Context: an optimization exercise on an open-source flow, tuned for a short achievable clock period and few clock cycles. The choices shown serve that exercise and are no tape-out recipe.
RTL that was checked went through simulation tests only; none was proved equivalent to the original.
Power figures rest on the tool's default switching activity, not on a simulated workload.

## tundra
## mipsSystem
module mipsSystem(rst, clk, imem_addr, imem_rdata, dmem_we, dmem_addr, dmem_wdata, dmem_rdata, wb_en, wb_reg, wb_data);
input rst, clk;
output [31:0] imem_addr;
input [31:0] imem_rdata;
output dmem_we;
output [31:0] dmem_addr, dmem_wdata;
input [31:0] dmem_rdata;
output wb_en;
output [4:0] wb_reg;
output [31:0] wb_data;
reg [31:0] pc;
reg [31:0] rf [1:31];
reg        d_valid;
reg [31:0] d_ir, d_pc4;
reg [31:2] d_pc;
reg        d_pred;        
reg [3:0]  bt_v;
reg [31:2] bt_tag [0:3];
reg [31:2] bt_tgt [0:3];
reg [1:0]  bt_ptr;
reg        e_valid, e_wr, e_load, e_store, e_br, e_ld;
reg [4:0]  e_dst;
reg [31:0] e_a;           
reg [31:0] e_b;           
reg [31:0] e_sd;          
reg [31:0] e_target;
reg [4:0]  e_shamt;
reg        e_op_add, e_op_sub, e_op_and, e_op_or, e_op_slt, e_op_sll, e_zop;
reg        m_valid, m_wr, m_load, m_rep;
reg [4:0]  m_dst;
reg [31:0] m_res;
reg        o_we;
reg [31:0] o_addr, o_wdata;
reg        r_en;
reg [4:0]  r_dst;
reg [31:0] r_data;
reg        w_en;
reg [4:0]  w_dst;
reg [31:0] w_data;
wire [31:0] pc4 = pc + 32'd4;
wire [31:0] ir = imem_rdata;
wire        f_j = (ir[31:26] == 6'b000010);
wire [31:0] f_jtarget = {pc4[31:28], ir[25:0], 2'b00};
wire [5:0] d_op = d_ir[31:26];
wire [4:0] d_rs = d_ir[25:21];
wire [4:0] d_rt = d_ir[20:16];
wire [4:0] d_rd = d_ir[15:11];
wire [5:0] d_fn = d_ir[5:0];
wire [31:0] d_sext = {{16{d_ir[15]}}, d_ir[15:0]};
wire d_rtype = (d_op == 6'b000000);
wire d_lw    = (d_op == 6'b100011);
wire d_sw    = (d_op == 6'b101011);
wire d_beq   = (d_op == 6'b000100);
wire d_jmp   = (d_op == 6'b000010);
wire d_addi  = (d_op == 6'b001000) | (d_op == 6'b001001) | (d_op == 6'b001101);
wire d_wr    = d_rtype | d_lw | d_addi;
wire [4:0] d_dst = d_rtype ? d_rd : d_rt;
wire d_sll   = d_rtype & (d_fn == 6'b000000);
wire [31:0] alu_res;
wire        e_zero, e_eq;
wire        e_zok = e_valid & e_zop;
wire d_bsame = d_beq & (d_rs == d_rt);                                     
wire d_fast  = d_beq & (d_rt == 5'd0) & (d_rs == e_dst) & e_zok;           
  ...
==> flow/config.mk <==
export PLATFORM = sky130hd
export DESIGN_NAME = mipsSystem
export DESIGN_NICKNAME = mipsSystem
export VERILOG_FILES = /design/flow/design.v
export SDC_FILE = /design/flow/constraint.sdc
export NUM_CORES = 8
export LEC_CHECK = 0
export CAP_MARGIN = 20
export CORE_MARGIN = 2
export CORE_UTILIZATION = 40
export PLACE_DENSITY = 0.6
export SLEW_MARGIN = 20
==> flow/constraint.sdc <==
create_clock -name core_clock -period 11.0 [get_ports {clk}]
set_input_delay 2.2000 -clock core_clock [delete_from_list [all_inputs] [get_ports {clk}]]
set_output_delay 2.2000 -clock core_clock [all_outputs]
set_load 0.01 [all_outputs]
standard.sh (not shown) runs the stock make flow with config.mk's settings and CLKGATE_MAP_FILE= SYNTH_SCRIPT=/design/flow/synth_recipe.tcl, a recipe that flattens the netlist after the stock synthesis.
==> flow/flow/run.sh <==
#!/bin/bash
# Standard ORFS layout with these changes to how it is made (the SDC is unchanged):
#  - synthesis is the standard flow's, but ABC maps with flow/abc.script (a delay-driven
#    mapping), and no full/half adder cells are extracted (ADDER_MAP_FILE empty);
#  - timing repair aimed at a setup margin well above the 11 ns clock, so that
#    repair keeps improving paths that already meet it;
#  - repair may resize cells to other footprints (MATCH_CELL_FOOTPRINT 0).
set -euo pipefail
MARGIN=${MARGIN:-7.5}
export MY_ABC_SCRIPT=$PWD/flow/abc.script
bash standard.sh ADDER_MAP_FILE= SETUP_SLACK_MARGIN=$MARGIN MATCH_CELL_FOOTPRINT=0 SYNTH_SCRIPT=$PWD/flow/synth.tcl finish > flow_make.log 2>&1
==> flow/flow/abc.script <==
strash
dch -f
map -D 1200
topo
buffer -c
upsize -c
dnsize -c
==> flow/flow/synth.tcl <==
# The standard flow's synthesis script (synth_recipe.tcl), with ABC's mapping script
# replaced by the one named in MY_ABC_SCRIPT; registers are unchanged.
proc synth {args} { yosys synth -nofsm -noshare {*}$args }
proc abc {args} {
  set i [lsearch -exact $args -script]
  if {$i >= 0 && [info exists ::env(MY_ABC_SCRIPT)]} { lset args [expr {$i + 1}] $::env(MY_ABC_SCRIPT) }
  yosys abc {*}$args
}
source $::env(SCRIPTS_DIR)/synth.tcl
# left out here: clear keep_hierarchy, flatten, clean up, hide names made inside functions, write 1_2_yosys.v
tundra: no failed stages, no open violations at the end
Input-level comparison between willow and tundra:
diff --git a/flow/design.v b/flow/design.v
--- a/flow/design.v
+++ b/flow/design.v
@@ -126,22 +126,23 @@
 module mipsSystem(rst, clk, imem_addr, imem_rdata, dmem_we, dmem_addr, dmem_wdata, dmem_rdata, wb_en, wb_reg, wb_data);
 input rst, clk;
 output [31:0] imem_addr;
 input [31:0] imem_rdata;
 output dmem_we;
 output [31:0] dmem_addr, dmem_wdata;
 input [31:0] dmem_rdata;
 output wb_en;
 output [4:0] wb_reg;
 output [31:0] wb_data;
 reg [31:0] pc;
+reg [31:0] pc_o;          
 reg [31:0] rf [1:31];
 reg        d_valid;
 reg [31:0] d_ir, d_pc4;
 reg [31:2] d_pc;
 reg        d_pred;        
 reg [3:0]  bt_v;
 reg [31:2] bt_tag [0:3];
 reg [31:2] bt_tgt [0:3];
 reg [1:0]  bt_ptr;
 reg        e_valid, e_wr, e_load, e_store, e_br, e_ld;
 reg [4:0]  e_dst;
@@ -152,22 +153,23 @@
 reg [4:0]  e_shamt;
 reg        e_op_add, e_op_sub, e_op_and, e_op_or, e_op_slt, e_op_sll, e_zop;
 reg        m_valid, m_wr, m_load, m_rep;
 reg [4:0]  m_dst;
 reg [31:0] m_res;
 reg        o_we;
 reg [31:0] o_addr, o_wdata;
 reg        r_en;
 reg [4:0]  r_dst;
 reg [31:0] r_data;
 reg        w_en;
+reg [31:1] w_we;          
 reg [4:0]  w_dst;
 reg [31:0] w_data;
 wire [31:0] pc4 = pc + 32'd4;
 wire [31:0] ir = imem_rdata;
 wire        f_j = (ir[31:26] == 6'b000010);
 wire [31:0] f_jtarget = {pc4[31:28], ir[25:0], 2'b00};
 wire [5:0] d_op = d_ir[31:26];
 wire [4:0] d_rs = d_ir[25:21];
 wire [4:0] d_rt = d_ir[20:16];
 wire [4:0] d_rd = d_ir[15:11];
 wire [5:0] d_fn = d_ir[5:0];
@@ -225,60 +227,72 @@
 		assign bt_hit[bi] = bt_v[bi] & (bt_tag[bi] == pc[31:2]);
 	end
 endgenerate
 wire        f_hit = |bt_hit;
 wire [31:2] f_htgt = ({30{bt_hit[0]}} & bt_tgt[0]) | ({30{bt_hit[1]}} & bt_tgt[1]) |
                      ({30{bt_hit[2]}} & bt_tgt[2]) | ({30{bt_hit[3]}} & bt_tgt[3]);
 wire [31:0] pc_next = e_redirect ? e_target :
                       d_redirect ? d_rtarget :
                       stall      ? pc :
                       f_j        ? f_jtarget :
                       f_hit      ? {f_htgt, 2'b00} : pc4;
-assign imem_addr = pc;
+wire hold = stall & ~e_redirect & ~d_redirect;
+wire [31:0] pc_adv = e_redirect ? e_target :
+                     d_redirect ? d_rtarget :
+                     f_j        ? f_jtarget :
+                     f_hit      ? {f_htgt, 2'b00} : pc4;
+assign imem_addr = pc_o;
 assign dmem_we    = o_we;
 assign dmem_addr  = o_addr;
 assign dmem_wdata = o_wdata;
+wire [31:0] m_dec = 32'd1 << m_dst;
+generate
+	for (gi = 1; gi < 32; gi = gi + 1) begin : rfw
+		always @(posedge clk) if (w_we[gi]) rf[gi] <= w_data;
+	end
+endgenerate
 wire m_rep_now = m_valid & m_wr & ~m_rep;
 wire e_rep_now = ~m_rep_now & e_valid & e_wr & ~e_load;
 assign wb_en   = r_en;
 assign wb_reg  = r_dst;
 assign wb_data = r_data;
 wire e_take = d_valid & ~e_redirect & ~stall;
 always @(posedge clk or negedge rst) begin
 	if (!rst) begin
 		pc      <= 32'd0;
+		pc_o    <= 32'd0;
 		d_valid <= 1'b0;
 		e_valid <= 1'b0;
 		m_valid <= 1'b0;
 		o_we    <= 1'b0;
 		w_en    <= 1'b0;
 		r_en    <= 1'b0;
 		bt_v    <= 4'd0;
 		bt_ptr  <= 2'd0;
 	end else begin
 		if (d_install) begin
 			bt_v[bt_ptr] <= 1'b1;
 			bt_ptr       <= bt_ptr + 2'd1;
 		end
 		pc      <= pc_next;
+		pc_o    <= hold ? pc : pc_adv;
 		if (e_redirect | d_redirect) d_valid <= 1'b0;
 		else if (!stall) d_valid <= 1'b1;
 		e_valid <= e_take & (d_wr | d_sw | d_bcond);
 		m_valid <= e_valid;
 		o_we    <= e_valid & e_store;
 		w_en    <= m_valid & m_wr;
 		r_en    <= m_rep_now | e_rep_now;
 	end
 end
 always @(posedge clk) begin
-	if (w_en && w_dst != 5'd0) rf[w_dst] <= w_data;
 	if (!stall) begin
 		d_ir    <= ir;
 		d_pc4   <= pc4;
 		d_pc    <= pc[31:2];
 		d_pred  <= f_hit & ~f_j;
 	end
 	if (d_install) begin
 		bt_tag[bt_ptr] <= d_pc;
 		bt_tgt[bt_ptr] <= d_target[31:2];
 	end
 	e_wr      <= d_wr;
@@ -303,22 +317,23 @@
 	              d_addi) & (d_dst != 5'd0);
 	m_wr    <= e_wr;
 	m_load  <= e_load;
 	m_dst   <= e_dst;
 	if (e_valid & e_wr) m_res <= alu_res;
 	m_rep   <= e_rep_now;
 	o_addr  <= alu_res;
 	o_wdata <= e_sd;
 	r_dst   <= m_rep_now ? m_dst : e_dst;
 	r_data  <= m_rep_now ? m_val : alu_res;
 	w_dst  <= m_dst;
+	w_we   <= {31{m_valid & m_wr}} & m_dec[31:1];
 	w_data <= m_val;
 end
 endmodule
 module rdport(rf, idx, m_hit, m_dst, m_val, w_hit, w_dst, w_val, val);
 input  [1023:0] rf;       
 input  [4:0]    idx;
 input           m_hit;
 input  [4:0]    m_dst;
 input  [31:0]   m_val;
 input           w_hit;
 input  [4:0]    w_dst;
## What came out
- Compared with tundra, willow shows a lower share of total power in combinational logic.
- Compared tundra against willow; share of final layout cell area taken by clock buffers and inverters within noise.
- Via count normalized by instance count down 0.048 in willow wrt tundra
- In the reports for tundra and willow, the smaller signed area change from the synthesized netlist to the final layout belongs to willow.
- The clock skew reported for willow is greater than that of tundra by 0.022 ns.
Testbench counts of willow, summed over its fixed seeds: cycles 140,910.
Function not checked in tundra: the RTL went through the layout flow alone.

re-timing with driven ports:
No port has a modelled driver above. Below, the same layouts with a new extraction and two added sets of constraints. Step 1 sets driving cells, clkbuf_16 on the clock port and buf_2 on the other inputs (assumed; they add their load-dependent delay and slew). Step 2, shift: input delay + t, output delay - t, t = (earliest + latest rising clock arrival at the registers) / 2. This alone moves slack from input paths to output paths. Slacks: no drivers / after step 1 / after step 2; pairs: no drivers / after step 1.
run	t (ns)	slack for setup (ns)	worst setup path at the end	worst slew at a driven data input, ns	pins driven straight from the clock port
tundra	0.962	7.217 / 7.132 / 6.421	input to register	0.07	1
willow	0.943	7.296 / 7.208 / 6.637	input to register	0.06	1
After both steps setup and hold are still met in every run listed. For tundra, which loses most, drivers alone change the setup slack by -0.085 ns; drivers and shift together by -0.796 ns.
